This design comes from an exercise in tuning for small area, a short achievable clock period and few clock cycles on the open sky130 flow, not from production work. In this exercise RTL edits were held to simulation tests only and were not proved equivalent to the original. Power figures rest on the tool's default switching activity, not on a simulated workload.

[design.v]
package brv32p_pkg;
  typedef enum logic [6:0] {
    OP_LUI      = 7'b0110111,
    OP_AUIPC    = 7'b0010111,
    OP_JAL      = 7'b1101111,
    OP_JALR     = 7'b1100111,
    OP_BRANCH   = 7'b1100011,
    OP_LOAD     = 7'b0000011,
    OP_STORE    = 7'b0100011,
    OP_IMM      = 7'b0010011,
    OP_REG      = 7'b0110011,
    OP_FENCE    = 7'b0001111,
    OP_SYSTEM   = 7'b1110011
  } opcode_e;
  typedef enum logic [3:0] {
    ALU_ADD   = 4'b0000,
    ALU_SUB   = 4'b1000,
    ALU_SLL   = 4'b0001,
    ALU_SLT   = 4'b0010,
    ALU_SLTU  = 4'b0011,
    ALU_XOR   = 4'b0100,
    ALU_SRL   = 4'b0101,
    ALU_SRA   = 4'b1101,
    ALU_OR    = 4'b0110,
    ALU_AND   = 4'b0111,
    ALU_PASS_B = 4'b1111    
  } alu_op_e;
  typedef enum logic [2:0] {
    MD_MUL    = 3'b000,
    MD_MULH   = 3'b001,
    MD_MULHSU = 3'b010,
    MD_MULHU  = 3'b011,
    MD_DIV    = 3'b100,
    MD_DIVU   = 3'b101,
    MD_REM    = 3'b110,
    MD_REMU   = 3'b111
  } md_op_e;
  typedef enum logic [2:0] {
    WB_ALU    = 3'd0,
    WB_MEM    = 3'd1,
    WB_PC4    = 3'd2,   
    WB_CSR    = 3'd3,
    WB_MULDIV = 3'd4
  } wb_sel_e;
  typedef enum logic [1:0] {
    MEM_BYTE = 2'b00,
    MEM_HALF = 2'b01,
    MEM_WORD = 2'b10
  } mem_width_e;
  typedef enum logic [2:0] {
    BR_NONE = 3'b000,
    BR_EQ   = 3'b001,
    BR_NE   = 3'b010,
    BR_LT   = 3'b011,
    BR_GE   = 3'b100,
    BR_LTU  = 3'b101,
    BR_GEU  = 3'b110
  } branch_type_e;
  typedef enum logic [1:0] {
    FWD_NONE  = 2'b00,
    FWD_EX_MEM = 2'b01,
    FWD_MEM_WB = 2'b10
  } fwd_sel_e;
  typedef struct packed {
    alu_op_e      alu_op;
    logic         alu_src;         
    logic         muldiv_en;
    md_op_e       muldiv_op;
    logic         mem_rd;
    logic         mem_wr;
    mem_width_e   mem_width;
    logic         mem_sign_ext;
    logic         reg_wr;
    wb_sel_e      wb_sel;
    branch_type_e branch_type;
    logic         jal;
    logic         jalr;
    logic         auipc;           
    logic         csr_en;
    logic [2:0]   csr_op;
    logic [11:0]  csr_addr;
    logic         ecall;
    logic         ebreak;
    logic         mret;
    logic         fence;
    logic         illegal;
  } ctrl_t;
  localparam logic [11:0] CSR_MSTATUS   = 12'h300;
  localparam logic [11:0] CSR_MIE       = 12'h304;
  localparam logic [11:0] CSR_MTVEC     = 12'h305;
  localparam logic [11:0] CSR_MSCRATCH  = 12'h340;
  localparam logic [11:0] CSR_MEPC      = 12'h341;
  localparam logic [11:0] CSR_MCAUSE    = 12'h342;
  localparam logic [11:0] CSR_MTVAL     = 12'h343;
  localparam logic [11:0] CSR_MIP       = 12'h344;
  localparam logic [11:0] CSR_MCYCLE    = 12'hB00;
  localparam logic [11:0] CSR_MINSTRET  = 12'hB02;
  localparam logic [11:0] CSR_MHARTID   = 12'hF14;
  localparam logic [31:0] RESET_VECTOR  = 32'h0000_0000;
  localparam logic [31:0] IMEM_BASE     = 32'h0000_0000;
  localparam logic [31:0] DMEM_BASE     = 32'h1000_0000;
  localparam logic [31:0] PERIPH_BASE   = 32'h2000_0000;
  localparam logic [31:0] GPIO_BASE     = 32'h2000_0000;
  localparam logic [31:0] UART_BASE     = 32'h2000_0100;
  localparam logic [31:0] TIMER_BASE    = 32'h2000_0200;
  localparam int ICACHE_SETS     = 64;    
  localparam int ICACHE_WAYS     = 2;     
  localparam int ICACHE_LINE_W   = 128;   
  localparam int DCACHE_SETS     = 64;
  localparam int DCACHE_WAYS     = 2;
  localparam int DCACHE_LINE_W   = 128;
  localparam int AXI_ADDR_W = 32;
  localparam int AXI_DATA_W = 32;
  localparam int AXI_STRB_W = AXI_DATA_W / 8;
endpackage
module compressed_decoder (
  input  logic [31:0] instr_in,      
  output logic [31:0] instr_out,     
  output logic        is_compressed,  
  output logic        illegal_c      
);
  logic [15:0] ci;   
  assign ci = instr_in[15:0];
  assign is_compressed = (ci[1:0] != 2'b11);
  function automatic logic [4:0] cr(input logic [2:0] r);
    cr = {2'b01, r};
  endfunction
  always_comb begin
    instr_out = instr_in;   
    illegal_c = 1'b0;
    if (is_compressed) begin
      instr_out = 32'h0000_0013;   
      illegal_c = 1'b0;
      case (ci[1:0])
        2'b00: begin
          case (ci[15:13])
            3'b000: begin  
              if (ci[12:5] == 8'b0) begin
                illegal_c = 1'b1;
              end else begin
                logic [9:0] nzuimm;
                nzuimm = {ci[10:7], ci[12:11], ci[5], ci[6], 2'b00};
                instr_out = {2'b0, nzuimm, 5'd2, 3'b000, cr(ci[4:2]), 7'b0010011};
              end
            end
            3'b010: begin  
              logic [6:0] off;
              off = {ci[5], ci[12:10], ci[6], 2'b00};
              instr_out = {5'b0, off, cr(ci[9:7]), 3'b010, cr(ci[4:2]), 7'b0000011};
            end
            3'b110: begin  
              logic [6:0] off;
              off = {ci[5], ci[12:10], ci[6], 2'b00};
              instr_out = {5'b0, off[6:5], cr(ci[4:2]), cr(ci[9:7]), 3'b010, off[4:0], 7'b0100011};
            end
            default: illegal_c = 1'b1;
          endcase
        end
        2'b01: begin
          case (ci[15:13])
            3'b000: begin  
              logic [5:0] imm;
              imm = {ci[12], ci[6:2]};
              instr_out = {{6{imm[5]}}, imm, ci[11:7], 3'b000, ci[11:7], 7'b0010011};
            end
            3'b001: begin  
              logic [20:0] jimm;
              jimm = {{10{ci[12]}}, ci[8], ci[10:9], ci[6], ci[7], ci[2], ci[11], ci[5:3], 1'b0};
              instr_out = {jimm[20], jimm[10:1], jimm[11], jimm[19:12], 5'd1, 7'b1101111};
            end
            3'b010: begin  
              logic [5:0] imm;
              imm = {ci[12], ci[6:2]};
              instr_out = {{6{imm[5]}}, imm, 5'd0, 3'b000, ci[11:7], 7'b0010011};
            end
            3'b011: begin
              if (ci[11:7] == 5'd2) begin  
                logic [9:0] nzimm;
                nzimm = {ci[12], ci[4:3], ci[5], ci[2], ci[6], 4'b0000};
                instr_out = {{2{nzimm[9]}}, nzimm, 5'd2, 3'b000, 5'd2, 7'b0010011};
              end else begin  
                logic [17:0] nzuimm;
                nzuimm = {ci[12], ci[6:2], 12'b0};
                instr_out = {{14{ci[12]}}, ci[12], ci[6:2], ci[11:7], 7'b0110111};
              end
            end
            3'b100: begin  
              case (ci[11:10])
                2'b00: begin  
                  instr_out = {7'b0000000, ci[6:2], cr(ci[9:7]), 3'b101, cr(ci[9:7]), 7'b0010011};
                end
                2'b01: begin  
                  instr_out = {7'b0100000, ci[6:2], cr(ci[9:7]), 3'b101, cr(ci[9:7]), 7'b0010011};
                end
                2'b10: begin  
                  logic [5:0] imm;
                  imm = {ci[12], ci[6:2]};
                  instr_out = {{6{imm[5]}}, imm, cr(ci[9:7]), 3'b111, cr(ci[9:7]), 7'b0010011};
                end
                2'b11: begin
                  case ({ci[12], ci[6:5]})
                    3'b000: instr_out = {7'b0100000, cr(ci[4:2]), cr(ci[9:7]), 3'b000, cr(ci[9:7]), 7'b0110011};  
                    3'b001: instr_out = {7'b0000000, cr(ci[4:2]), cr(ci[9:7]), 3'b100, cr(ci[9:7]), 7'b0110011};  
                    3'b010: instr_out = {7'b0000000, cr(ci[4:2]), cr(ci[9:7]), 3'b110, cr(ci[9:7]), 7'b0110011};  
                    3'b011: instr_out = {7'b0000000, cr(ci[4:2]), cr(ci[9:7]), 3'b111, cr(ci[9:7]), 7'b0110011};  
                    default: illegal_c = 1'b1;
                  endcase
                end
              endcase
            end
            3'b101: begin  
              logic [20:0] jimm;
              jimm = {{10{ci[12]}}, ci[8], ci[10:9], ci[6], ci[7], ci[2], ci[11], ci[5:3], 1'b0};
              instr_out = {jimm[20], jimm[10:1], jimm[11], jimm[19:12], 5'd0, 7'b1101111};
            end
            3'b110: begin  
              logic [8:0] boff;
              boff = {ci[12], ci[6:5], ci[2], ci[11:10], ci[4:3], 1'b0};
              instr_out = {boff[8], {3{boff[8]}}, boff[7:5], 5'd0, cr(ci[9:7]), 3'b000, boff[4:1], boff[8], 7'b1100011};
            end
            3'b111: begin  
              logic [8:0] boff;
              boff = {ci[12], ci[6:5], ci[2], ci[11:10], ci[4:3], 1'b0};
              instr_out = {boff[8], {3{boff[8]}}, boff[7:5], 5'd0, cr(ci[9:7]), 3'b001, boff[4:1], boff[8], 7'b1100011};
            end
            default: illegal_c = 1'b1;
          endcase
        end
        2'b10: begin
          case (ci[15:13])
            3'b000: begin  
              instr_out = {7'b0000000, ci[6:2], ci[11:7], 3'b001, ci[11:7], 7'b0010011};
            end
            3'b010: begin  
              logic [7:0] off;
              off = {ci[3:2], ci[12], ci[6:4], 2'b00};
              instr_out = {4'b0, off, 5'd2, 3'b010, ci[11:7], 7'b0000011};
            end
            3'b100: begin
              if (ci[12] == 1'b0) begin
                if (ci[6:2] == 5'b0) begin  
                  instr_out = {12'b0, ci[11:7], 3'b000, 5'd0, 7'b1100111};
                end else begin  
                  instr_out = {7'b0, ci[6:2], 5'd0, 3'b000, ci[11:7], 7'b0110011};
                end
              end else begin
                if (ci[6:2] == 5'b0) begin
                  if (ci[11:7] == 5'b0) begin  
                    instr_out = 32'h0010_0073;
                  end else begin  
                    instr_out = {12'b0, ci[11:7], 3'b000, 5'd1, 7'b1100111};
                  end
                end else begin  
                  instr_out = {7'b0, ci[6:2], ci[11:7], 3'b000, ci[11:7], 7'b0110011};
                end
              end
            end
            3'b110: begin  
              logic [7:0] off;
              off = {ci[8:7], ci[12:9], 2'b00};
              instr_out = {4'b0, off[7:5], ci[6:2], 5'd2, 3'b010, off[4:0], 7'b0100011};
            end
            default: illegal_c = 1'b1;
          endcase
        end
        default: begin
        end
      endcase
    end
  end
endmodule
module muldiv (
  input  logic        clk,
  input  logic        rst_n,
  input  logic        en,       
  input  logic        req,      
  input  logic [2:0]  op,
  input  logic [31:0] a,
  input  logic [31:0] b,
  input  logic [4:0]  ra,       
  input  logic [4:0]  rb,
  input  logic        wb_we,    
  input  logic [4:0]  wb_wa,
  output logic        hold,     
  output logic [31:0] result    
);
  localparam logic [3:0] PH_IDLE = 4'd0, PH_NEGA = 4'd1, PH_NEGB = 4'd2,
                         PH_DIV  = 4'd3, PH_NEGR = 4'd4, PH_MUL  = 4'd5,
                         PH_MULH = 4'd6, PH_OUT  = 4'd7;
  logic [3:0]  ph;
  logic [31:0] H, L, D;
  logic [5:0]  cnt;
  logic        lp;         
  logic        lead;       
  logic        negb_pend;  
  logic        neg_res;    
  logic        rem;        
  logic        msa;        
  logic        mhf;        
  logic        fixb;       
  logic        dsgn_q;     
  logic        out_l;      
  logic [35:0] hx, dx;
  assign hx = mhf ? {{4{H[31]}}, H} : {4'b0, H};
  assign dx = msa ? {{4{D[31]}}, D} : {4'b0, D};
  logic one0, two0, neg0, one1, two1, neg1;
  assign one0 = L[0] ^ lp;
  assign two0 = (L[1] & !L[0] & !lp) | (!L[1] & L[0] & lp);
  assign neg0 = L[1];
  assign one1 = L[2] ^ L[1];
  assign two1 = (L[3] & !L[2] & !L[1]) | (!L[3] & L[2] & L[1]);
  assign neg1 = L[3];
  logic [35:0] mag0, mag1, pp0, pp1;
  assign mag0 = one0 ? dx : two0 ? {dx[34:0], 1'b0} : 36'b0;
  assign mag1 = one1 ? dx : two1 ? {dx[34:0], 1'b0} : 36'b0;
  assign pp0  = mag0 ^ {36{neg0}};
  assign pp1  = {mag1[33:0] ^ {34{neg1}}, neg1, neg1};    
  logic [35:0] cs_s, cs_c, prod;
  assign cs_s = hx ^ pp0 ^ pp1;
  assign cs_c = {(hx[34:0] & pp0[34:0]) | (hx[34:0] & pp1[34:0]) | (pp0[34:0] & pp1[34:0]), neg1};
  assign prod = cs_s + cs_c + {35'b0, neg0};
  logic mul_last;
  assign mul_last = (L[31:3] == {29{L[3]}});
  logic [32:0] x_sub;
  logic [31:0] y_sub;
  logic [33:0] dsum;
  always_comb begin
    x_sub = (ph == PH_DIV) ? {H, L[31]} : 33'b0;
    case (ph)
      PH_NEGA: y_sub = L;
      PH_NEGR: y_sub = rem ? H : L;
      default: y_sub = D;
    endcase
  end
  assign dsum = {1'b0, x_sub} - {2'b0, y_sub};
  logic        q;
  logic [31:0] h_step, l_step;
  assign q      = ~dsum[33];
  assign h_step = q ? dsum[31:0] : {H[30:0], L[31]};
  assign l_step = {L[30:0], q};
  logic       rem_n;
  logic       fz;         
  logic [4:0] fra, frb;
  logic       hit;
  assign rem_n = op[1];
  assign hit   = fz && op[2] && op[0] && ra == fra && rb == frb &&
                 !(wb_we && (wb_wa == ra || wb_wa == rb));
  logic fin;
  assign fin  = (ph == PH_OUT) || (ph == PH_IDLE && hit);
  assign hold = req && !fin;
  assign result = ((ph == PH_IDLE) ? !rem_n : out_l) ? L : H;
  logic is_div, dsgn, a_neg, b_neg, b_zero;
  assign is_div = op[2];
  assign dsgn   = ~op[0];
  assign a_neg  = dsgn & a[31];
  assign b_neg  = dsgn & b[31];
  assign b_zero = (b == 32'b0);
  always_ff @(posedge clk or negedge rst_n) begin
    if (!rst_n)
      fz <= 1'b0;
    else if (en && ph == PH_IDLE && req && !hit)
      fz <= 1'b0;
    else if (en && ph == PH_DIV && cnt == 6'd1 && !dsgn_q)
      fz <= 1'b1;
    else if (wb_we && (wb_wa == fra || wb_wa == frb))
      fz <= 1'b0;
  end
  always_ff @(posedge clk or negedge rst_n) begin
    if (!rst_n) begin
      ph <= PH_IDLE;
    end else if (en) begin
      case (ph)
        PH_IDLE: if (req && !hit) begin
          if (!is_div)
            ph <= (op[1:0] == 2'b00) ? PH_MUL : PH_MULH;
          else if (b_zero)
            ph <= PH_DIV;
          else
            ph <= a_neg ? PH_NEGA : (b_neg ? PH_NEGB : PH_DIV);
        end
        PH_NEGA: ph <= negb_pend ? PH_NEGB : PH_DIV;
        PH_NEGB: ph <= PH_DIV;
        PH_DIV:  if (cnt == 6'd1) ph <= neg_res ? PH_NEGR : PH_OUT;
        PH_NEGR: ph <= PH_OUT;
        PH_MUL:  if (mul_last) ph <= PH_OUT;
        PH_MULH: if (cnt == 6'd0) ph <= fixb ? PH_MUL : PH_OUT;
        default: ph <= PH_IDLE;
      endcase
    end
  end
  always_ff @(posedge clk) begin
    if (en) begin
      case (ph)
        PH_IDLE: if (req && !hit) begin
          fra    <= ra;
          frb    <= rb;
          dsgn_q <= !op[2] || dsgn;
          D      <= is_div ? b : a;
          rem    <= op[1];
          out_l  <= op[2] && !op[1];
          msa    <= !op[2] && ((op[1:0] == 2'b01) || (op[1:0] == 2'b10));
          mhf    <= !op[2] && (op[1:0] != 2'b00);
          fixb   <= !op[2] && op[1] && b[31];
          lp     <= 1'b0;
          lead   <= 1'b1;
          negb_pend <= b_neg;
          if (!is_div) begin
            H   <= 32'b0;
            L   <= b;
            cnt <= 6'd7;
            neg_res <= 1'b0;
          end else if (b_zero) begin
            H   <= {1'b0, a[31:1]};
            L   <= {a[0], 31'h7FFF_FFFF};
            cnt <= 6'd1;
            lead <= 1'b0;
            neg_res <= 1'b0;
          end else begin
            H   <= 32'b0;
            L   <= a;
            cnt <= 6'd32;
            neg_res <= op[1] ? a_neg : (a_neg ^ b_neg);
          end
        end
        PH_NEGA: L <= dsum[31:0];
        PH_NEGB: D <= dsum[31:0];
        PH_NEGR: begin
          H     <= dsum[31:0];
          out_l <= 1'b0;
        end
        PH_DIV: begin
          if (lead && cnt > 6'd8 && L[31:24] == 8'b0) begin
            L   <= {L[23:0], 8'b0};
            cnt <= cnt - 6'd8;
          end else if (lead && cnt > 6'd4 && L[31:28] == 4'b0) begin
            L   <= {L[27:0], 4'b0};
            cnt <= cnt - 6'd4;
          end else begin
            lead <= 1'b0;
            H    <= h_step;
            L    <= l_step;
            cnt  <= cnt - 6'd1;
          end
        end
        PH_MUL: begin
          H  <= prod[31:0];
          D  <= {D[27:0], 4'b0};
          L  <= {{4{L[31]}}, L[31:4]};
          lp <= L[3];
        end
        PH_MULH: begin
          H   <= prod[35:4];
          L   <= (cnt == 6'd0) ? 32'd1 : {prod[3:0], L[31:4]};
          lp  <= (cnt == 6'd0) ? 1'b0 : L[3];
          cnt <= cnt - 6'd1;
        end
        default: ;
      endcase
    end
  end
endmodule
module brv32p_core (
  input  logic        clk,
  input  logic        rst_n,
  output logic [31:0] imem_addr,
  output logic        imem_rd,
  input  logic [31:0] imem_rdata,
  input  logic        imem_ready,
  output logic [31:0] dmem_addr,
  output logic        dmem_rd,
  output logic        dmem_wr,
  output logic [1:0]  dmem_width,
  output logic        dmem_sign_ext,
  output logic [31:0] dmem_wdata,
  input  logic [31:0] dmem_rdata,
  input  logic        dmem_ready
);
  logic m_rdq, m_wrq;
  logic adv;
  assign adv = imem_ready & ~((m_rdq | m_wrq) & ~dmem_ready);
  logic redirect;
  logic [31:0] redir_pc;
  logic md_hold, load_use, id_hold;
  assign id_hold = md_hold | load_use;
  logic [31:1] pc_if;
  assign imem_addr = {pc_if, 1'b0};
  assign imem_rd   = 1'b1;
  logic [31:0] raw;
  assign raw = imem_rdata;
  logic is_c_if;
  logic [31:0] instr_exp;
  logic        illegal_c_unused;
  compressed_decoder u_cdec (
    .instr_in      (raw),
    .instr_out     (instr_exp),
    .is_compressed (is_c_if),
    .illegal_c     (illegal_c_unused)
  );
  logic        pred_if;
  logic [31:1] pc_other, pc_d;
  assign pc_other = redirect ? redir_pc[31:1] : pc_if;
  fetch_next u_fnext (
    .raw      (raw),
    .pc       (pc_if),
    .pc_other (pc_other),
    .go       (!redirect & !id_hold),
    .pred     (pred_if),
    .pc_d     (pc_d)
  );
  always_ff @(posedge clk or negedge rst_n) begin
    if (!rst_n)
      pc_if <= 31'b0;
    else if (adv)
      pc_if <= pc_d;
  end
  logic [6:0] fo;
  logic [2:0] ff3;
  logic       f_br, f_store, f_reg, f_sys, f_trap;
  logic       pf_rb, pf_auipc, pf_use1, pf_use2, pf_jal;
  assign fo      = instr_exp[6:0];
  assign ff3     = instr_exp[14:12];
  assign f_br    = (fo == 7'b1100011);
  assign f_store = (fo == 7'b0100011);
  assign f_reg   = (fo == 7'b0110011);
  assign f_sys   = (fo == 7'b1110011);
  assign pf_rb    = f_reg | f_br;
  assign pf_auipc = (fo == 7'b0010111);
  assign pf_use1  = (fo == 7'b1100111) | f_br | (fo == 7'b0000011) | f_store |
                    (fo == 7'b0010011) | f_reg | (f_sys & (ff3 != 3'b000) & !ff3[2]);
  assign pf_use2  = f_br | f_store | f_reg;
  assign pf_jal   = (fo == 7'b1101111);
  assign f_trap   = (f_sys & (ff3 == 3'b000) & (instr_exp[31:20] != 12'h302)) |
                    (f_br & (ff3[2:1] == 2'b01)) |
                    !((fo == 7'b0110111) | pf_auipc | (fo == 7'b1101111) | (fo == 7'b1100111) |
                      f_br | (fo == 7'b0000011) | f_store | (fo == 7'b0010011) | f_reg |
                      (fo == 7'b0001111) | f_sys);
  logic        id_valid;
  logic        id_rb, id_auipc, id_store, id_br, id_use1, id_use2, id_trap, id_jal;
  logic [31:2] id_instr;
  logic [31:1] id_pc;
  logic        id_c, id_pred;
  always_ff @(posedge clk or negedge rst_n) begin
    if (!rst_n)
      id_valid <= 1'b0;
    else if (adv && !id_hold)
      id_valid <= !redirect;
  end
  always_ff @(posedge clk) begin
    if (adv && !id_hold) begin
      id_instr <= instr_exp[31:2];
      id_pc    <= pc_if;
      id_c     <= is_c_if;
      id_pred  <= pred_if;
      id_rb    <= pf_rb;
      id_auipc <= pf_auipc;
      id_store <= f_store;
      id_br    <= f_br;
      id_use1  <= pf_use1;
      id_use2  <= pf_use2;
      id_trap  <= f_trap;
      id_jal   <= pf_jal;
    end
  end
  logic [31:0] ins;
  assign ins = {id_instr, 2'b11};
  logic [6:0] opc;
  logic [2:0] f3;
  logic [4:0] rs1, rs2, rd;
  assign opc = ins[6:0];
  assign f3  = ins[14:12];
  assign rs1 = ins[19:15];
  assign rs2 = ins[24:20];
  assign rd  = ins[11:7];
  logic o_lui, o_auipc, o_jal, o_jalr, o_br, o_load, o_store, o_imm, o_reg, o_fence, o_sys;
  assign o_lui   = (opc == 7'b0110111);
  assign o_auipc = (opc == 7'b0010111);
  assign o_jal   = (opc == 7'b1101111);
  assign o_jalr  = (opc == 7'b1100111);
  assign o_br    = (opc == 7'b1100011);
  assign o_load  = (opc == 7'b0000011);
  assign o_store = (opc == 7'b0100011);
  assign o_imm   = (opc == 7'b0010011);
  assign o_reg   = (opc == 7'b0110011);
  assign o_fence = (opc == 7'b0001111);
  assign o_sys   = (opc == 7'b1110011);
  logic d_md, d_csr, d_ecall, d_ebreak, d_mret, d_ill, d_brok;
  assign d_md     = o_reg & (ins[31:25] == 7'b0000001);
  assign d_csr    = o_sys & (f3 != 3'b000);
  assign d_ecall  = o_sys & (f3 == 3'b000) & (ins[31:20] == 12'h000);
  assign d_ebreak = o_sys & (f3 == 3'b000) & (ins[31:20] == 12'h001);
  assign d_mret   = o_sys & (f3 == 3'b000) & (ins[31:20] == 12'h302);
  assign d_brok   = o_br & (f3[2:1] != 2'b01);
  assign d_ill    = (o_sys & (f3 == 3'b000) & !d_ecall & !d_ebreak & !d_mret) |
                    (o_br & !d_brok) |
                    !(o_lui | o_auipc | o_jal | o_jalr | o_br | o_load | o_store |
                      o_imm | o_reg | o_fence | o_sys);
  logic d_regwr, use1, use2;
  assign d_regwr = o_lui | o_auipc | o_jal | o_jalr | o_load | o_imm | o_reg | d_csr;
  assign use1    = id_use1;
  assign use2    = id_use2;
  logic d_alu, d_sub, d_slt, d_sltu, d_log, d_sh, d_sleft, d_sarith;
  logic [1:0] d_lop;
  assign d_alu    = (o_imm | o_reg) & !d_md;
  assign d_sub    = (o_reg & (f3 == 3'b000) & ins[30]) | o_br |
                    (d_alu & (f3 == 3'b010 || f3 == 3'b011));
  assign d_slt    = d_alu & (f3 == 3'b010);
  assign d_sltu   = d_alu & (f3 == 3'b011);
  assign d_log    = d_alu & f3[2] & (f3[1:0] != 2'b01);
  assign d_lop    = f3[1:0];
  assign d_sh     = d_alu & (f3[1:0] == 2'b01);
  assign d_sleft  = !f3[2];
  assign d_sarith = ins[30];
  logic d_radd;
  assign d_radd   = (d_alu & (f3 == 3'b000)) | o_load | o_store;
  logic [31:0] d_immv;
  always_comb begin
    if (o_store)
      d_immv = {{20{ins[31]}}, ins[31:25], ins[11:7]};
    else if (o_br)
      d_immv = {{19{ins[31]}}, ins[31], ins[7], ins[30:25], ins[11:8], 1'b0};
    else if (o_lui | o_auipc)
      d_immv = {ins[31:12], 12'b0};
    else if (o_jal)
      d_immv = {{11{ins[31]}}, ins[31], ins[19:12], ins[20], ins[30:21], 1'b0};
    else if (o_sys)
      d_immv = {27'b0, ins[19:15]};
    else
      d_immv = {{20{ins[31]}}, ins[31:20]};
  end
  logic d_trap;
  logic [31:1] pc_inc_id, pc_imm_id;
  assign d_trap    = id_trap;    
  assign pc_inc_id = id_pc + {29'b0, ~id_c, id_c};
  assign pc_imm_id = id_pc + (ins[3] ? {{12{ins[31]}}, ins[19:12], ins[20], ins[30:21]}      
                             : ins[2] ? {ins[31:12], 11'b0}                                   
                                      : {{20{ins[31]}}, ins[7], ins[30:25], ins[11:8]});     
  logic [6:0] d_csel;
  always_comb begin
    d_csel = 7'b0;
    case (ins[31:20])
      12'h300: d_csel[0] = 1'b1;   
      12'h304: d_csel[1] = 1'b1;   
      12'h305: d_csel[2] = 1'b1;   
      12'h340: d_csel[3] = 1'b1;   
      12'h341: d_csel[4] = 1'b1;   
      12'h342: d_csel[5] = 1'b1;   
      12'h343: d_csel[6] = 1'b1;   
      default: ;
    endcase
  end
  logic        rf_we;
  logic [4:0]  rf_wa;
  logic [31:0] rf_wd;
  logic [31:1][31:0] regs;
  always_ff @(posedge clk) begin
    for (int i = 1; i < 32; i++)
      if (rf_we && rf_wa == 5'(i))
        regs[i] <= rf_wd;
  end
  logic [31:0] rs1_r, rs2_r, rs1_v, rs2_v;
  always_comb begin
    rs1_r = 32'b0;
    rs2_r = 32'b0;
    for (int i = 1; i < 32; i++) begin
      rs1_r = rs1_r | (regs[i] & {32{rs1 == 5'(i)}});
      rs2_r = rs2_r | (regs[i] & {32{rs2 == 5'(i)}});
    end
  end
  assign rs1_v = (rf_we && rf_wa == rs1) ? rf_wd : rs1_r;
  assign rs2_v = (rf_we && rf_wa == rs2) ? rf_wd : rs2_r;
  logic e_rfwe, e_load;
  logic [4:0] e_rd, e_ra, e_rb;
  assign load_use = e_load & id_valid &
                    (((e_rd == rs1) & use1) | ((e_rd == rs2) & use2));
  logic id_go;
  assign id_go = id_valid & !redirect & !load_use;
  logic        fwd1_n, fwd2_n;
  logic [31:0] ex_res, rs2_f;
  assign fwd1_n = e_rfwe & (e_rd == rs1) & use1;
  assign fwd2_n = e_rfwe & (e_rd == rs2) & use2;
  assign rs2_f  = fwd2_n ? ex_res : rs2_v;
  logic e_store, e_md, e_csr, e_trap, e_mret, e_br, e_jalr, e_jalf;
  logic [31:0] e_rs1v, e_b, e_x;
  logic        e_pred;
  logic        e_sub, e_slt, e_sltu, e_log, e_sh, e_sleft, e_sarith;
  logic        e_radd, e_rimm, e_rlink, e_rcsr, e_rmd;
  logic [1:0]  e_lop;
  logic [2:0]  e_f3;
  logic [1:0]  e_width;
  logic        e_sext;
  logic [3:0]  e_cause;
  logic [6:0]  e_csel;
  always_ff @(posedge clk or negedge rst_n) begin
    if (!rst_n) begin
      e_rfwe <= 1'b0; e_load <= 1'b0; e_store <= 1'b0; e_md <= 1'b0;
      e_csr  <= 1'b0; e_trap <= 1'b0; e_mret  <= 1'b0; e_br <= 1'b0;
      e_jalr <= 1'b0; e_jalf <= 1'b0;
    end else if (adv && !md_hold) begin
      e_rfwe  <= id_go & d_regwr & (rd != 5'd0);
      e_load  <= id_go & o_load;
      e_store <= id_go & o_store;
      e_md    <= id_go & d_md;
      e_csr   <= id_go & d_csr;
      e_trap  <= id_go & d_trap;
      e_mret  <= id_go & d_mret;
      e_br    <= id_go & d_brok;
      e_jalr  <= id_go & o_jalr;
      e_jalf  <= id_go & o_jal & !id_pred;    
    end
  end
  always_ff @(posedge clk) begin
    if (adv && !md_hold) begin
      e_rs1v   <= fwd1_n ? ex_res : rs1_v;
      e_b      <= id_rb ? rs2_f : id_auipc ? {pc_imm_id, 1'b0} :
                  id_jal ? {pc_inc_id, 1'b0} : d_immv;
      e_x      <= id_store ? rs2_f :
                  d_trap ? {id_pc, 1'b0} :
                  ((id_br | id_jal) & !id_pred) ? {pc_imm_id, 1'b0} : {pc_inc_id, 1'b0};
      e_pred   <= id_pred;
      e_rd     <= rd;
      e_ra     <= rs1;
      e_rb     <= rs2;
      e_sub    <= d_sub;
      e_slt    <= d_slt;
      e_sltu   <= d_sltu;
      e_log    <= d_log;
      e_lop    <= d_lop;
      e_sh     <= d_sh;
      e_sleft  <= d_sleft;
      e_sarith <= d_sarith;
      e_radd   <= d_radd;
      e_rimm   <= o_lui | o_auipc | o_jal;
      e_rlink  <= o_jalr;
      e_rcsr   <= d_csr;
      e_rmd    <= d_md;
      e_f3     <= f3;
      e_width  <= f3[1:0];
      e_sext   <= !f3[2];
      e_cause  <= d_ill ? 4'd2 : d_ecall ? 4'd11 : 4'd3;
      e_csel   <= d_csel;
    end
  end
  logic [31:0] m_result;
  logic [31:0] opa, alub;
  assign opa  = e_rs1v;
  assign alub = e_b;
  logic [32:0] sum;
  assign sum = {1'b0, opa} + {1'b0, alub ^ {32{e_sub}}} + {32'b0, e_sub};
  logic lt, ltu, eq;
  assign ltu = ~sum[32];
  assign lt  = (opa[31] ^ alub[31]) ? opa[31] : sum[31];
  assign eq  = (opa == alub);
  logic [31:0] logv;
  always_comb begin
    case (e_lop)
      2'b00:   logv = opa ^ alub;
      2'b10:   logv = opa | alub;
      default: logv = opa & alub;
    endcase
  end
  logic [31:0] sh_in, sh_r, shv;
  always_comb begin
    for (int i = 0; i < 32; i++) sh_in[i] = e_sleft ? opa[31 - i] : opa[i];
  end
  assign sh_r = 32'($signed({e_sarith & !e_sleft & opa[31], sh_in}) >>> alub[4:0]);
  always_comb begin
    for (int i = 0; i < 32; i++) shv[i] = e_sleft ? sh_r[31 - i] : sh_r[i];
  end
  logic taken;
  assign taken = (e_f3[2] ? (e_f3[1] ? ltu : lt) : eq) ^ e_f3[0];
  logic        mie_b, mpie_b;
  logic [31:0] csr_mie, csr_mscratch, csr_mcause, csr_mtval;
  logic [31:2] csr_mtvec;
  logic [31:1] csr_mepc;
  logic        v_mie, v_mtvec, v_mscratch, v_mepc, v_mcause, v_mtval;
  logic [31:0] mtvec_q, mepc_q;
  assign mtvec_q = {csr_mtvec & {30{v_mtvec}}, 2'b0};
  assign mepc_q  = {csr_mepc & {31{v_mepc}}, 1'b0};
  logic [31:0] csr_rd;
  assign csr_rd = ({32{e_csel[0]}} & {24'b0, mpie_b, 3'b0, mie_b, 3'b0}) |
                  ({32{e_csel[1] & v_mie}} & csr_mie) |
                  ({32{e_csel[2]}} & mtvec_q) |
                  ({32{e_csel[3] & v_mscratch}} & csr_mscratch) |
                  ({32{e_csel[4]}} & mepc_q) |
                  ({32{e_csel[5] & v_mcause}} & csr_mcause) |
                  ({32{e_csel[6] & v_mtval}} & csr_mtval);
  logic [31:0] csr_wv, csr_nv;
  assign csr_wv = e_f3[2] ? e_b : opa;
  always_comb begin
    case (e_f3[1:0])
      2'b01:   csr_nv = csr_wv;
      2'b10:   csr_nv = csr_rd | csr_wv;
      2'b11:   csr_nv = csr_rd & ~csr_wv;
      default: csr_nv = csr_rd;
    endcase
  end
  logic csr_wr;
  assign csr_wr = adv & e_csr;
  always_ff @(posedge clk or negedge rst_n) begin
    if (!rst_n) begin
      mie_b <= 1'b0; mpie_b <= 1'b0;
      v_mie <= 1'b0; v_mtvec <= 1'b0; v_mscratch <= 1'b0; v_mepc <= 1'b0;
      v_mcause <= 1'b0; v_mtval <= 1'b0;
    end else if (adv) begin
      if (e_trap) begin
        v_mepc   <= 1'b1;
        v_mcause <= 1'b1;
        v_mtval  <= 1'b0;    
        mpie_b   <= mie_b;
        mie_b    <= 1'b0;
      end else if (e_mret) begin
        mie_b  <= mpie_b;
        mpie_b <= 1'b1;
      end else if (e_csr) begin
        if (e_csel[0]) begin mie_b <= csr_nv[3]; mpie_b <= csr_nv[7]; end
        if (e_csel[1]) v_mie      <= 1'b1;
        if (e_csel[2]) v_mtvec    <= 1'b1;
        if (e_csel[3]) v_mscratch <= 1'b1;
        if (e_csel[4]) v_mepc     <= 1'b1;
        if (e_csel[5]) v_mcause   <= 1'b1;
        if (e_csel[6]) v_mtval    <= 1'b1;
      end
    end
  end
  always_ff @(posedge clk) begin
    if (adv & e_trap) begin
      csr_mepc   <= e_x[31:1];
      csr_mcause <= {28'b0, e_cause};
    end else begin
      if (csr_wr & e_csel[4]) csr_mepc   <= csr_nv[31:1];
      if (csr_wr & e_csel[5]) csr_mcause <= csr_nv;
    end
    if (csr_wr & e_csel[1]) csr_mie      <= csr_nv;
    if (csr_wr & e_csel[2]) csr_mtvec    <= csr_nv[31:2];
    if (csr_wr & e_csel[3]) csr_mscratch <= csr_nv;
    if (csr_wr & e_csel[6]) csr_mtval    <= csr_nv;
  end
  logic [31:0] md_res;
  muldiv u_md (
    .clk    (clk),
    .rst_n  (rst_n),
    .en     (adv),
    .req    (e_md),
    .op     (e_f3),
    .a      (opa),
    .b      (alub),
    .ra     (e_ra),
    .rb     (e_rb),
    .wb_we  (rf_we),
    .wb_wa  (rf_wa),
    .hold   (md_hold),
    .result (md_res)
  );
  assign redirect = (e_br & (taken ^ e_pred)) | e_jalr | e_jalf | e_trap | e_mret;
  always_comb begin
    if (e_trap)      redir_pc = mtvec_q;
    else if (e_mret) redir_pc = mepc_q;
    else if (e_jalr) redir_pc = {sum[31:1], 1'b0};
    else             redir_pc = e_x;
  end
  assign ex_res = ({32{e_radd}} & sum[31:0]) |
                  ({32{e_log}}  & logv) |
                  ({32{e_sh}}   & shv) |
                  {31'b0, (e_slt & lt) | (e_sltu & ltu)} |
                  ({32{e_rimm}} & e_b) |
                  ({32{e_rlink}} & e_x) |
                  ({32{e_rcsr}} & csr_rd) |
                  ({32{e_rmd}}  & md_res);
  logic        m_rfwe;
  logic [4:0]  m_rd;
  logic [31:0] m_wdata;
  logic [1:0]  m_width;
  logic        m_sext;
  always_ff @(posedge clk or negedge rst_n) begin
    if (!rst_n) begin
      m_rfwe <= 1'b0; m_rdq <= 1'b0; m_wrq <= 1'b0;
    end else if (adv) begin
      m_rfwe <= e_rfwe & !md_hold;
      m_rdq  <= e_load;
      m_wrq  <= e_store;
    end
  end
  always_ff @(posedge clk) begin
    if (adv) begin
      m_rd     <= e_rd;
      m_result <= ex_res;
      m_wdata  <= e_x;
      m_width  <= e_width;
      m_sext   <= e_sext;
    end
  end
  assign dmem_addr     = m_result;
  assign dmem_rd       = m_rdq;
  assign dmem_wr       = m_wrq;
  assign dmem_width    = m_width;
  assign dmem_sign_ext = m_sext;
  assign dmem_wdata    = m_wdata;
  assign rf_we = m_rfwe;
  assign rf_wa = m_rd;
  assign rf_wd = m_rdq ? dmem_rdata : m_result;
endmodule
module fetch_next (
  input  logic [31:0] raw,
  input  logic [31:1] pc,
  input  logic [31:1] pc_other,    
  input  logic        go,          
  output logic        pred,
  output logic [31:1] pc_d
);
  logic is_c, q1, cj, cb, j32, b32, jnear;
  assign is_c  = (raw[1:0] != 2'b11);
  assign q1    = (raw[1:0] == 2'b01);
  assign cj    = q1 & (raw[14:13] == 2'b01);    
  assign cb    = q1 & (raw[15:14] == 2'b11);    
  assign j32   = (raw[6:0] == 7'b1101111);
  assign b32   = (raw[6:0] == 7'b1100011);
  assign jnear = (raw[19:12] == {8{raw[31]}});   
  assign pred  = (j32 & jnear) | cj | (b32 & raw[31]) | (cb & raw[12]);
  logic [12:1] imm32, immc;
  assign imm32 = raw[3] ? {raw[31], raw[20], raw[30:21]}                   
                        : {raw[31], raw[7], raw[30:25], raw[11:8]};         
  assign immc  = raw[14] ? {{5{raw[12]}}, raw[6:5], raw[2], raw[11:10], raw[4:3]}           
                         : {raw[12], raw[12], raw[8], raw[10:9], raw[6], raw[7], raw[2], raw[11], raw[5:3]};  
  logic [31:13] ph_inc, ph_dec;
  logic [12:1]  pl_1, pl_2;
  logic         pl_1c, pl_2c;
  incr #(19) u_hinc (.a(pc[31:13]), .s(ph_inc));
  decr #(19) u_hdec (.a(pc[31:13]), .s(ph_dec));
  incr #(13) u_l1   (.a({1'b0, pc[12:1]}), .s({pl_1c, pl_1}));
  incr #(12) u_l2   (.a({1'b0, pc[12:2]}), .s({pl_2c, pl_2[12:2]}));
  assign pl_2[1] = pc[1];
  logic [31:13] hj1, hj0, hc1, hc0;
  assign hj1 = raw[31] ? pc[31:13] : ph_inc;
  assign hj0 = raw[31] ? ph_dec    : pc[31:13];
  assign hc1 = raw[12] ? pc[31:13] : ph_inc;
  assign hc0 = raw[12] ? ph_dec    : pc[31:13];
  logic [12:1] c_lo, j_lo, s_lo;
  logic        c_co, j_co, s_co;
  addc #(12) u_tc (.a(pc[12:1]), .b(immc),  .s(c_lo), .co(c_co));
  addc #(12) u_tj (.a(pc[12:1]), .b(imm32), .s(j_lo), .co(j_co));
  assign s_lo = is_c ? pl_1  : pl_2;
  assign s_co = is_c ? pl_1c : pl_2c;
  logic [31:1] pc_seq;
  assign pc_seq = {s_co ? ph_inc : pc[31:13], s_lo};
  pc_pick u_pick (
    .psel  (go & pred),
    .is_c  (is_c),
    .j_co  (j_co), .j_lo (j_lo), .hj1 (hj1), .hj0 (hj0),
    .c_co  (c_co), .c_lo (c_lo), .hc1 (hc1), .hc0 (hc0),
    .other (go ? pc_seq : pc_other),
    .pc_d  (pc_d)
  );
endmodule
module pc_pick (
  input  logic         psel,
  input  logic         is_c,
  input  logic         j_co,
  input  logic [12:1]  j_lo,
  input  logic [31:13] hj1, hj0,
  input  logic         c_co,
  input  logic [12:1]  c_lo,
  input  logic [31:13] hc1, hc0,
  input  logic [31:1]  other,
  output logic [31:1]  pc_d
);
  logic [31:1] tgt32, tgtc;
  assign tgt32 = {j_co ? hj1 : hj0, j_lo};
  assign tgtc  = {c_co ? hc1 : hc0, c_lo};
  assign pc_d  = !psel ? other : is_c ? tgtc : tgt32;
endmodule
module addc #(parameter int W = 8) (
  input  logic [W-1:0] a,
  input  logic [W-1:0] b,
  output logic [W-1:0] s,
  output logic         co
);
  assign {co, s} = {1'b0, a} + {1'b0, b};
endmodule
module incr #(parameter int W = 8) (
  input  logic [W-1:0] a,
  output logic [W-1:0] s
);
  assign s = a + 1'b1;
endmodule
module decr #(parameter int W = 8) (
  input  logic [W-1:0] a,
  output logic [W-1:0] s
);
  assign s = a - 1'b1;
endmodule
[flow/run.sh]
#!/bin/bash
set -euo pipefail
MARGIN=${MARGIN:-10}
bash standard.sh synth > synth.log 2>&1
bash standard.sh SETUP_SLACK_MARGIN=$MARGIN finish > layout.log 2>&1
[standard.sh]
#!/bin/bash
# synth_recipe.tcl (not shown) runs the flow's synth.tcl, then flattens the netlist and writes it again
# the make line also repeats each setting of config.mk as NAME=value (left out here)
make -C /OpenROAD-flow-scripts/flow DESIGN_CONFIG=/design/flow/config.mk WORK_HOME=/design/flow/orfs CLKGATE_MAP_FILE= SYNTH_SCRIPT=/design/flow/synth_recipe.tcl "${@:-finish}"
[config.mk]
export PLATFORM = sky130hd
export DESIGN_NAME = brv32p_core
export DESIGN_NICKNAME = brv32p_core
export VERILOG_FILES = /design/flow/design.v
export SDC_FILE = /design/flow/constraint.sdc
export NUM_CORES = 8
export LEC_CHECK = 0
export CAP_MARGIN = 20
export CORE_MARGIN = 2
export CORE_UTILIZATION = 45
export PLACE_DENSITY = 0.6
export SLEW_MARGIN = 20
export SYNTH_HIERARCHICAL = 1
[constraint.sdc]
create_clock -name core_clock -period 15.0 [get_ports {clk}]
set_input_delay 3.0000 -clock core_clock [delete_from_list [all_inputs] [get_ports {clk}]]
set_output_delay 3.0000 -clock core_clock [all_outputs]
set_load 0.01 [all_outputs]
==> results of run 1 <==
layout make-up:
| class | count | share of cell area [%] |
|---|---|---|
| flip-flops and latches | 1639 | 42.6 |
| clock inverters | 116 | 1.25 |
| clock buffers | 214 | 4.05 |
| well taps | 2958 | 3.23 |
| inverters | 211 | 0.751 |
| repair buffers | 617 | 5.25 |
| multi-input cells | 6852 | 42.8 |
| diodes | 19 | 0.0415 |
repair_timing:
action,CTS,global route
pin swaps,15,34
setup buffers,67,53
gates resized for setup,237,244
setup endpoints to repair,581,243
gates cloned,10,15
hold buffers,0,0
stage by stage:
| stage | instances | setup slack (ns) | instance area [µm²] | total power [mW] |
|---|---|---|---|---|
| detailed placement | 12130 | 7.67 | 105000 | 18.0 |
| floorplan | 9448 | 8.99 | 99600 | 13.6 |
| CTS | 12537 | 10.00 | 113000 | 23.0 |
| finish | 12626 | 9.89 | 114000 | 24.7 |
| global route | 12608 | 9.93 | 114000 | 25.4 |
| global placement | 12130 | 7.72 | 105000 | 17.9 |
layout by cell type (no fill, tap or decap), types with 203 or more instances in the layout:
cell and n:
nor2_1 726, buf_4 365, edfxtp_1 1554, mux2i_1 229, o21ai_0 337, nand2_1 865
a22oi_1 946, nand3_1 206, a21oi_1 528, ha_1 203
report_power, final:
| group | total (mW) | switching, mW | internal, mW |
|---|---|---|---|
| combinational | 13.5 | 8.71 | 4.82 |
| sequential | 6.50 | 0.701 | 5.80 |
| clock | 4.62 | 2.05 | 2.57 |
| total | 24.7 | 11.5 | 13.2 |
state kept, by name, summed over array words and instances (netlist names), 31 cells and up:
register / flops
regs: 992
csr_mcause: 32
csr_mie: 32
csr_mscratch: 32
csr_mtval: 32
e_b: 32
e_rs1v: 32
e_x: 32
m_result: 32
m_wdata: 32
u_md.D: 32
u_md.H: 32
u_md.L: 32
csr_mepc: 31
id_pc: 31
pc_if: 31
routing by layer:
metal  GRT usage (%)  vias up  share of wire (%)  wire length [µm]
li1                -    37042                  -                 -
met1            56.1    45944                 34            181000
met2            63.4     9372                 40            213000
met3            17.2     2543                 16             83400
met4            33.8       22                9.9             52500
met5           0.498        -              0.048               253
worst min-delay path by stage:
stage          startpoint    endpoint  slack [ns]  cells after the start
2_1_floorplan       v_mie       v_mie        0.42                      1
3_3_place_gp   v_mscratch  v_mscratch        0.43                      1
3_5_place_dp        v_mie       v_mie        0.44                      1
4_1_cts             v_mie       v_mie        0.45                      1
5_1_grt             v_mie       v_mie        0.48                      1
6_report            v_mie       v_mie        0.46                      1
==> summary.txt, run 1 <==
Global routing
  – Initial antenna violation count: 35
  – Number of global-route vias before repair: slightly below 90,000
  – GRT overflow: 0
  – GRT Overall Usage: 45.1%
  – Largest net degree at the start of global routing: 75
  – First-pass GRT wire length: 708 mm

Critical path
  – Most Frequent Cell on Critical Path: nand2_1
  – CP peak stage delay: 0.92 ns
  – Critical-path top delay cell: edfxtp_1
  – Crit path from: id_instr[19]
  – Crit path depth: 10
  – CP cell instances: nand2_1, nor2_4, buf_4, a22oi_1, nand2_1, nor4_1, and3_1, a31oi_1, nor2_1, a21oi_1
  – Data required time of the critical path: ~16 ns
  – R2R Setup Slk: between 9 and 10 ns
  – Reg-to-Reg Start: id_instr[19]
  – R2R depth: 10
  – Crit path max-delay family: simple AND/OR/NAND/NOR gates
  – Worst-path fanout max: 25
  – CP Capture Type: register
  – Buf/Inv on CP: 1
  – Worst Setup Start Kind: register
  – Arrival time worst endpoint: around 5.8 ns
  – Worst Path Class, Setup: register to register
  – Worst R2R End: e_rs1v[2]
  – Setup crit end: e_rs1v[2]

Clocking
  – CTS tree: yes
  – Clock latency on the worst-skew pair: a little over 0.9 ns
  – Root Driver: clkbuf_16
  – Clock H-tree levels: 4
  – Total CTS buffers: roughly 180
  – Clk pin slew, worst setup/hold paths: around 0.06 ns
  – Clock Sinks: ~1,600
  – Clock Path Buffers: 3

STA
  – Setup TNS: 0 ns
  – Max-slew violation count: 0
  – WHS: around 0.46 ns
  – Slew headroom: approximately 13%
  – Final Critical Period: 5.11 ns
  – Final Hold Vio Count: 0
  – # setup viols final: 0
  – RSZ-0062 raised after global routing: yes
  – Worst-Margin Slew: 1.30 ns
  – Fin crit share: 34.1%
  – FMAX: just under 200 MHz
  – Clk_skew: between 0.07 and 0.08 ns

Yosys
  – Synth Area per Inst: approximately 11 µm²
  – Post-Syn Area: around 99,000 µm²
  – Syn Inst Count: 9,446
  – Synth warn: 9

Layout
  – Utilization after layout: between 50% and 60%
  – Share of post-route cells with drive strength above 1: between 10 and 15%
  – Area occupied by multi-input gates: around 49,000 µm²
  – FILL cells: just under 20,000
  – Storage cell area: around 50,000 µm²
  – Area Overhead vs Synth: 15.1%
  – Fin nets: between 9,000 and 10,000

Drt
  – Routed wire per std cell: approximately 42 µm
  – Remaining DRCs: 0
  – DRT Pass-1 Iters: 15
  – Routed wire length: ~530 mm
  – Vias after detailed routing: 94,923
  – Drt initial violations: 20,580
  – Via density: roughly 7.5
  – Antenna-violating nets left: 0

Floorplanning
  – # rows: between 150 and 200
  – I/O Pins: 170
  – Die W: 474 µm
  – Die area: roughly 220,000 µm²
  – Core area: roughly 220,000 µm²
  – Initial Util: a little under half
  – Die Ht: 474 µm

Power
  – VDD IR max: around 0.33 mV
  – PwrDens: 215 nW/µm²
  – P_leak: ~41 nW

Placement
  – Placer Congestion: ~1.0
  – DPL Wire Length: around 330 mm
  – IO Port Bufs: roughly 170

Min path
  – Type of the tightest min-delay check: register to register

Run
  – Max-Cap Viols: 0

Run status
  – Status: no timing/DRC/antenna violations
Testbench counts, summed over its fixed seeds: cycles 513,230.
==> inputs of run 2 (changes only) <==
==> flow/run.sh (replaced) <==
#!/bin/bash
set -euo pipefail
MARGIN=${MARGIN:-10}
bash standard.sh synth > synth.log 2>&1
bash standard.sh SETUP_SLACK_MARGIN=$MARGIN "BUFFER_PORTS_ARGS=-buffer_cell sky130_fd_sc_hd__buf_4" finish > layout.log 2>&1
--- a/config.mk
+++ b/config.mk
@@ -9,4 +9,5 @@
 export CORE_MARGIN = 2
 export CORE_UTILIZATION = 45
+export CTS_BUF_LIST = sky130_fd_sc_hd__clkbuf_8
 export PLACE_DENSITY = 0.6
 export SLEW_MARGIN = 20
==> summary.txt, run 2 <==
Run status
  – Status: no timing/DRC/antenna violations

Power
  – PwrDens: 212 nW/µm² (-1.6%)
  – P_leak: 40.4 nW (-0.52%)
  – Seq pwr share: 27.9% (+1.5 points)
  – Comb power frac: 55.0% (about the same)
  – Share of total power in the clock network: 17.1% (-1.7 points)
  – VDD IR max: 0.274 mV (-16%)
  – Power Internal: 12.4 mW (-5.7%)
  – Psw: 11.4 mW (-0.79%)
  – Sw frac: 47.8% (+1.3 points)

Min path
  – Hold-critical path endpoint: v_mie
  – HP Start: v_mie
  – Hold depth: 1 (unchanged)
  – Type of the tightest min-delay check: register to register

STA
  – Fin crit share: 35.6% (+1.5 points)
  – Max-slew violation count: 0 (unchanged)
  – Worst-Margin Slew: 1.35 ns (+0.0525 ns)
  – RSZ-0062 raised after global routing: yes
  – # setup viols final: 0 (unchanged)
  – Final Hold Vio Count: 0 (unchanged)
  – Setup TNS: 0 ns (unchanged)
  – FMAX: 187 MHz (-4.2%)
  – Slew headroom: 9.36% (-3.2 points)
  – Final Critical Period: 5.34 ns (+0.224 ns)
  – Clk_skew: 0.113 ns (+0.0365 ns)

Global routing
  – Number of global-route vias before repair: 87,983 (+1.1%)
  – GRT Overall Usage: 45.3% (+0.17 points)
  – Largest net degree at the start of global routing: 155 (+110%)
  – Initial antenna violation count: 51 (+46%)
  – GRT overflow: 0 (unchanged)
  – First-pass GRT wire length: 711 mm (+0.42%)

Layout
  – Post-route cell area: 112,000 µm² (-1.9%)
  – Area Overhead vs Synth: 13.0%
  – Most frequent cells in the layout: edfxtp_1 (1,554), a22oi_1 (946), nand2_1 (867)
  – Top reg by flops: regs
  – Fin nets: 9,903 (+0.64%)
  – Area occupied by multi-input gates: 48,800 µm² (-0.53%)
  – Storage cell area: 48,700 µm² (about the same)
  – Most common cell after layout, fill and taps aside: edfxtp_1
  – Share of post-route cells with drive strength above 1: 16.4% (+1.6 points)
  – FILL cells: 19,589 (+1.2%)
  – Number of flip-flops in the largest register: 992 (unchanged)

Run
  – Max-Cap Viols: 0 (unchanged)

Floorplanning
  – Die Ht: 474 µm (unchanged)
  – Die W: 474 µm (unchanged)
  – Core area: 220,000 µm² (unchanged)
  – Die area: 225,000 µm² (unchanged)
  – # rows: 172 (unchanged)
  – I/O Pins: 170 (unchanged)
  – Initial Util: 45.2% (unchanged)

Yosys
  – Post-Syn Area: 99,400 µm² (unchanged)
  – Syn Inst Count: 9,446 (unchanged)
  – Synth Area per Inst: 10.5 µm² (unchanged)
  – Synth warn: 9 (unchanged)

Clocking
  – Clock latency on the worst-skew pair: 1.13 ns (+0.21 ns)
  – Clock H-tree levels: 5 (+1)
  – Clock Path Buffers: 4 (+1)
  – Total CTS buffers: 298 (+67%)
  – Root Driver: clkbuf_8
  – Clk pin slew, worst setup/hold paths: 0.06 ns (about the same)
  – Hold buffers post-CTS: 0 (unchanged)
  – Clock Sinks: 1,639 (unchanged)
  – CTS tree: yes

Critical path
  – Worst-path fanout max: 35 (+40%)
  – CP cell instances: or3_4, o21ai_2, buf_6, o21ai_0, a222oi_1, o21ai_0, a221oi_1, o211ai_1, mux2i_1, a21oi_1
  – R2R depth: 10 (unchanged)
  – Reg-to-Reg Start: u_md.ph[2]
  – CP peak stage delay: 0.97 ns (+0.05 ns)
  – CP Capture Type: register
  – Worst Path Class, Setup: register to register
  – Worst R2R End: e_b[3]
  – Most Frequent Cell on Critical Path: o21ai_0
  – R2R Setup Slk: 9.66 ns (-0.22 ns)
  – Arrival time worst endpoint: 6.07 ns (+0.32 ns)
  – Data required time of the critical path: 15.73 ns (+0.09 ns)
  – Worst Setup Start Kind: register
  – Critical-path top delay cell: mux2i_1

Drt
  – Drt initial violations: 20,611 (+0.15%)
  – DRT Pass-1 Iters: 22 (+7)
  – Routed wire length: 531 mm (about the same)
  – Antenna-violating nets left: 0 (unchanged)
  – Vias after detailed routing: 96,059 (+1.2%)
  – Routed wire per std cell: 41.6 µm (-0.93%)
  – Remaining DRCs: 0 (unchanged)
  – Via density: 7.54 (+0.24%)

Placement
  – Placer Congestion: 1.01 (-3.2%)
  – Placed inst area: 105,000 µm² (-0.40%)
  – IO Port Bufs: 167 (unchanged)
  – DPL Wire Length: 329 mm (+0.99%)
## run 2: worst max-delay path by stage
stage / start / to / slack (ns) / depth (start not counted)
after CTS: u_md.L[1] / u_md.H[26] / 9.95 / 18
after global placement: e_b[1] / pc_if[18] / 7.80 / 20
after global routing: e_b[1] / pc_if[30] / 9.87 / 19
final: u_md.ph[2] / e_b[3] / 9.66 / 10
after detailed placement: e_b[1] / pc_if[23] / 7.61 / 20
after floorplan: dmem_ready / e_b[0] / 8.99 / 5
## run 2: per-layer routing
layer  part of all wire, %  global-route usage [%]  vias up
met5                 0.044                   0.800        -
li1                      -                       -    37207
met4                   9.8                    33.3       28
met1                    34                    55.8    46319
met3                    16                    18.4     2689
met2                    40                    63.6     9816
## run 2: repair_timing
item                       in CTS  in global routing
setup endpoints to repair     298                175
pin swaps                       9                 39
setup buffers                  14                 58
cloned                          6                 14
gates resized for setup       157                154
## run 2: layout make-up
cell class                 instances  share of cell area (%)
timing repair buffer             561                    4.35
clock buffer                     311                    3.81
antenna                           28                  0.0624
sequential                      1639                    43.4
tap                             2958                    3.30
multi-input combinational       6851                    43.4
inverter                         211                   0.752
clock inverter                   188                   0.946
## run 2: metrics by stage
step | total power [mW] | utilization [%] | std cells | setup slack, ns | hold slack [ns]
after floorplan | 13.6 | - | 9448 | 8.99 | 0.420
after global placement | 18.0 | 47.5 | 12123 | 7.80 | 0.431
after detailed placement | 18.0 | 47.6 | 12125 | 7.61 | 0.437
after CTS | 22.5 | 50.4 | 12644 | 9.95 | 0.450
after global routing | 24.5 | 51.1 | 12723 | 9.87 | 0.477
final | 23.8 | 51.1 | 12747 | 9.66 | 0.455
## run 2: worst max-delay path, delay by kind of cell, from the launching register on
kind / cells / cell delay (ns)
AOI/OAI and AO/OA: 7 / 2.52
muxes: 1 / 0.97
DFF: 1 / 0.56
and+or+nand+nor: 1 / 0.53
buffers and inverters: 1 / 0.36
## run 2: power by group through the flow
| stage | registers, mW | clock network [mW] | logic (mW) |
|---|---|---|---|
| 2_1_floorplan | 6.25 | 0 | 7.35 |
| 3_3_place_gp | 6.66 | 0 | 11.3 |
| 3_5_place_dp | 6.67 | 0 | 11.4 |
| 4_1_cts | 6.58 | 4.05 | 11.9 |
| 5_1_grt | 6.64 | 4.25 | 13.6 |
| 6_report | 6.65 | 4.08 | 13.1 |
==> inputs of run 3 (changes only) <==
--- a/design.v
+++ b/design.v
@@ -304,11 +304,15 @@
   assign hx = mhf ? {{4{H[31]}}, H} : {4'b0, H};
   assign dx = msa ? {{4{D[31]}}, D} : {4'b0, D};
+  function automatic logic [5:0] booth2(input logic [3:0] m, input logic below);
+    booth2 = {m[3],                                           
+              (m[3] & !m[2] & !m[1]) | (!m[3] & m[2] & m[1]),   
+              m[2] ^ m[1],                                    
+              m[1],                                           
+              (m[1] & !m[0] & !below) | (!m[1] & m[0] & below),  
+              m[0] ^ below};                                  
+  endfunction
+  logic [5:0] bd;
   logic one0, two0, neg0, one1, two1, neg1;
-  assign one0 = L[0] ^ lp;
-  assign two0 = (L[1] & !L[0] & !lp) | (!L[1] & L[0] & lp);
-  assign neg0 = L[1];
-  assign one1 = L[2] ^ L[1];
-  assign two1 = (L[3] & !L[2] & !L[1]) | (!L[3] & L[2] & L[1]);
-  assign neg1 = L[3];
+  assign {neg1, two1, one1, neg0, two0, one0} = bd;
   logic [35:0] mag0, mag1, pp0, pp1;
   assign mag0 = one0 ? dx : two0 ? {dx[34:0], 1'b0} : 36'b0;
@@ -403,4 +407,5 @@
           fixb   <= !op[2] && op[1] && b[31];
           lp     <= 1'b0;
+          bd     <= booth2(b[3:0], 1'b0);
           lead   <= 1'b1;
           negb_pend <= b_neg;
@@ -448,4 +453,5 @@
           L  <= {{4{L[31]}}, L[31:4]};
           lp <= L[3];
+          bd <= booth2(L[7:4], L[3]);
         end
         PH_MULH: begin
@@ -453,4 +459,5 @@
           L   <= (cnt == 6'd0) ? 32'd1 : {prod[3:0], L[31:4]};
           lp  <= (cnt == 6'd0) ? 1'b0 : L[3];
+          bd  <= (cnt == 6'd0) ? booth2(4'd1, 1'b0) : booth2(L[7:4], L[3]);
           cnt <= cnt - 6'd1;
         end
@@ -632,7 +639,7 @@
   assign d_trap    = id_trap;    
   assign pc_inc_id = id_pc + {29'b0, ~id_c, id_c};
-  assign pc_imm_id = id_pc + (ins[3] ? {{12{ins[31]}}, ins[19:12], ins[20], ins[30:21]}      
-                             : ins[2] ? {ins[31:12], 11'b0}                                   
-                                      : {{20{ins[31]}}, ins[7], ins[30:25], ins[11:8]});     
+  assign pc_imm_id = id_pc + (id_jal   ? {{12{ins[31]}}, ins[19:12], ins[20], ins[30:21]}    
+                             : id_auipc ? {ins[31:12], 11'b0}                                 
+                                        : {{20{ins[31]}}, ins[7], ins[30:25], ins[11:8]});   
   logic [6:0] d_csel;
   always_comb begin
@@ -917,7 +924,7 @@
   assign jnear = (raw[19:12] == {8{raw[31]}});   
   assign pred  = (j32 & jnear) | cj | (b32 & raw[31]) | (cb & raw[12]);
-  logic [12:1] imm32, immc;
-  assign imm32 = raw[3] ? {raw[31], raw[20], raw[30:21]}                   
-                        : {raw[31], raw[7], raw[30:25], raw[11:8]};         
+  logic [12:1] immj, immb, immc;
+  assign immj  = {raw[31], raw[20], raw[30:21]};                           
+  assign immb  = {raw[31], raw[7], raw[30:25], raw[11:8]};                 
   assign immc  = raw[14] ? {{5{raw[12]}}, raw[6:5], raw[2], raw[11:10], raw[4:3]}           
                          : {raw[12], raw[12], raw[8], raw[10:9], raw[6], raw[7], raw[2], raw[11], raw[5:3]};  
@@ -935,8 +942,11 @@
   assign hc1 = raw[12] ? pc[31:13] : ph_inc;
   assign hc0 = raw[12] ? ph_dec    : pc[31:13];
-  logic [12:1] c_lo, j_lo, s_lo;
-  logic        c_co, j_co, s_co;
-  addc #(12) u_tc (.a(pc[12:1]), .b(immc),  .s(c_lo), .co(c_co));
-  addc #(12) u_tj (.a(pc[12:1]), .b(imm32), .s(j_lo), .co(j_co));
+  logic [12:1] c_lo, jj_lo, jb_lo, j_lo, s_lo;
+  logic        c_co, jj_co, jb_co, j_co, s_co;
+  addc #(12) u_tc (.a(pc[12:1]), .b(immc), .s(c_lo),  .co(c_co));
+  addc #(12) u_tj (.a(pc[12:1]), .b(immj), .s(jj_lo), .co(jj_co));
+  addc #(12) u_tb (.a(pc[12:1]), .b(immb), .s(jb_lo), .co(jb_co));
+  assign j_lo = raw[3] ? jj_lo : jb_lo;
+  assign j_co = raw[3] ? jj_co : jb_co;
   assign s_lo = is_c ? pl_1  : pl_2;
   assign s_co = is_c ? pl_1c : pl_2c;
==> summary.txt, run 3 <==
Run status
  – Status: no timing/DRC/antenna violations

Global routing
  – Initial antenna violation count: 35 (-31%)
  – GRT overflow: 0 (unchanged)
  – First-pass GRT wire length: 697 mm (-2.0%)
  – Largest net degree at the start of global routing: 88 (-43%)
  – Number of global-route vias before repair: 85,795 (-2.5%)
  – GRT Overall Usage: 44.5% (-0.83 points)

Clocking
  – CTS tree: yes
  – Hold buffers post-CTS: 0 (unchanged)
  – Clock Path Buffers: 4 (unchanged)
  – Clock H-tree levels: 5 (unchanged)
  – Clock Sinks: 1,644 (+0.31%)
  – Clock latency on the worst-skew pair: 1.15 ns (+0.02 ns)
  – Clk pin slew, worst setup/hold paths: 0.05 ns (about the same)
  – Total CTS buffers: 300 (+0.67%)
  – Root Driver: clkbuf_8

Placement
  – Placer Congestion: 1.03 (+1.9%)
  – DPL Wire Length: 325 mm (-1.2%)
  – Placed Instances: 11,989 (-1.1%)
  – IO Port Bufs: 167 (unchanged)

STA
  – # setup viols final: 0 (unchanged)
  – Worst-Margin Slew: 1.35 ns (-0.00530 ns)
  – RSZ-0062 raised after global routing: yes
  – Fin crit share: 34.5% (-1.1 points)
  – Final Critical Period: 5.17 ns (-0.171 ns)
  – Clk_skew: 0.161 ns (+0.0478 ns)
  – Slew headroom: 10.2% (+0.79 points)
  – Final Hold Vio Count: 0 (unchanged)
  – Setup TNS: 0 ns (unchanged)
  – Max-slew violation count: 0 (unchanged)
  – FMAX: 194 MHz (+3.3%)

Min path
  – Hold depth: 1 (unchanged)
  – Type of the tightest min-delay check: register to register
  – HP Start: v_mie
  – Hold-critical path endpoint: v_mie

Layout
  – Share of post-route cells with drive strength above 1: 15.4% (-1.0 points)
  – Most common cell after layout, fill and taps aside: edfxtp_1
  – Top reg by flops: regs
  – Area Overhead vs Synth: 12.1%
  – Post-Layout Cell Count: 12,588 (-1.2%)
  – Most frequent cells in the layout: edfxtp_1 (1,559), a22oi_1 (940), nand2_1 (917)
  – Number of flip-flops in the largest register: 992 (unchanged)
  – Fin nets: 9,834 (-0.70%)
  – Utilization after layout: 50.7% (-0.38 points)

Power
  – Tot Pwr: 24.0 mW (+0.87%)
  – P_leak: 40.1 nW (-0.65%)
  – VDD IR max: 0.394 mV (+44%)
  – PwrDens: 216 nW/µm² (+1.7%)

Critical path
  – Arrival time worst endpoint: 5.86 ns (-0.21 ns)
  – Worst Setup Start Kind: register
  – CP peak stage delay: 1.01 ns (+0.04 ns)
  – Worst R2R End: e_b[11]
  – Worst Path Class, Setup: register to register
  – Worst-path fanout max: 24 (-31%)
  – Data required time of the critical path: 15.69 ns (-0.04 ns)
  – Crit path from: id_instr[24]
  – R2R Setup Slk: 9.83 ns (+0.17 ns)
  – CP cell instances: buf_4, buf_6, buf_6, nor3_2, buf_4, a22oi_1, and3_1, nand4_1, nor3_1, nor2_1, a21oi_1, o21ai_0
  – CP Capture Type: register
  – R2R depth: 12 (+2)
  – Critical-path top delay cell: nor3_1
  – Reg-to-Reg Start: id_instr[24]

Yosys
  – Synth Area per Inst: 10.6 µm² (+0.96%)
  – Syn Inst Count: 9,350 (-1.0%)
  – Synth warn: 9 (unchanged)
  – Post-Syn Area: 99,300 µm² (about the same)

Floorplanning
  – Die area: 225,000 µm² (about the same)
  – Die Ht: 474 µm (about the same)
  – Initial Util: 45.3% (about the same)
  – Die W: 474 µm (about the same)
  – Core area: 220,000 µm² (about the same)
  – # rows: 172 (unchanged)
  – I/O Pins: 170 (unchanged)

Drt
  – Remaining DRCs: 0 (unchanged)
  – Vias after detailed routing: 94,097 (-2.0%)
  – DRT Pass-1 Iters: 10 (-55%)
  – Drt initial violations: 20,104 (-2.5%)
  – Routed wire length: 520 mm (-2.0%)
  – Via density: 7.48 (-0.81%)
  – Antenna-violating nets left: 0 (unchanged)
  – Routed wire per std cell: 41.3 µm (-0.77%)

Run
  – Max-Cap Viols: 0 (unchanged)
-- run 3: where the power goes --
part	internal (mW)	leakage (nW)	switching [mW]
logic	4.48	21.8	8.51
registers	5.90	15.2	0.959
clock network	2.14	3.10	2.03
total	12.5	40.1	11.5
-- run 3: worst max-delay path, delay by kind of cell (launching register included) --
family                 cells  cell delay [ns]
buffers and inverters      4             1.73
AOI/OAI and AO/OA          3             0.84
and+or+nand+nor            5             1.84
DFF                        1             0.37
-- run 3: stage by stage --
stage | hold slack (ns) | area [µm²] | setup WS (ns)
after detailed placement | 0.441 | 105000 | 8.42
after global placement | 0.430 | 105000 | 8.52
final | 0.458 | 111000 | 9.83
after global routing | 0.471 | 111000 | 9.95
after floorplan | 0.420 | 99600 | 9.17
after CTS | 0.453 | 110000 | 9.97
-- run 3: area by class of cell --
class | instances | area [µm²]
fill | 19700 | 108000
sequential | 1644 | 48800
multi-input combinational | 6817 | 48300
clock buffer | 314 | 4320
timing repair buffer | 521 | 4300
tap | 2871 | 3590
clock inverter | 199 | 1170
inverter | 196 | 768
antenna | 26 | 65.1
-- run 3: worst max path at each step --
stage | to | slack, ns | cells past startpoint
finish | e_b[11] | 9.83 | 12
global route | pc_if[20] | 9.95 | 19
CTS | pc_if[18] | 9.97 | 19
detailed placement | e_rs1v[30] | 8.42 | 8
global placement | e_rs1v[22] | 8.52 | 8
floorplan | e_b[0] | 9.17 | 5
-- run 3: repair_timing --
action	CTS	global route
setup buffers	12	34
pin swaps	7	24
cloned	1	7
resized for setup	89	87
setup endpoints to repair	226	160
-- run 3: per-layer routing --
metal,vias up,GRT usage (%),part of all wire [%]
met5,-,0.281,0.046
li1,36822,-,-
met4,24,33.0,9.5
met3,2594,16.4,15
met1,45562,55.2,35
met2,9095,63.1,41
Testbench counts of run 3, summed over its fixed seeds: cycles 513,230.

## afterwards: timing with drivers on the ports
In the flow no input, the clock included, has a driving cell. The finished layouts below were timed again as built, in two steps.
Step 1, drivers: a clkbuf_16 drives clk and a buf_2 each remaining input, both assumed.
Step 2 adds t to the input delays and takes it off the output delays; t is the mean of the earliest and latest rising clock arrival at the registers after step 1. Input paths then give back, and output paths get back, about the clock's delay inside the block.
Slacks: no drivers / after step 1 / after step 2; pairs: no drivers / after step 1.
| run | t (ns) | setup WS [ns] | hold slack, ns | slew at the worst register clock pin (ns) | worst slew at a driven data input, ns |
|---|---|---|---|---|---|
| run 1 | 0.957 | 9.886 / 9.886 / 9.004 | 0.464 / 0.464 / 0.464 | 0.07 / 0.07 | 0.06 |
| run 2 | 1.167 | 9.662 / 9.662 / 8.972 | 0.455 / 0.455 / 0.455 | 0.08 / 0.08 | 0.07 |
| run 3 | 1.155 | 9.832 / 9.832 / 8.960 | 0.458 / 0.458 / 0.458 | 0.08 / 0.08 | 0.07 |
After both steps every run listed still meets setup and hold. For run 1, which loses most, drivers alone change the setup slack by 0.000 ns; drivers and shift together by -0.882 ns.
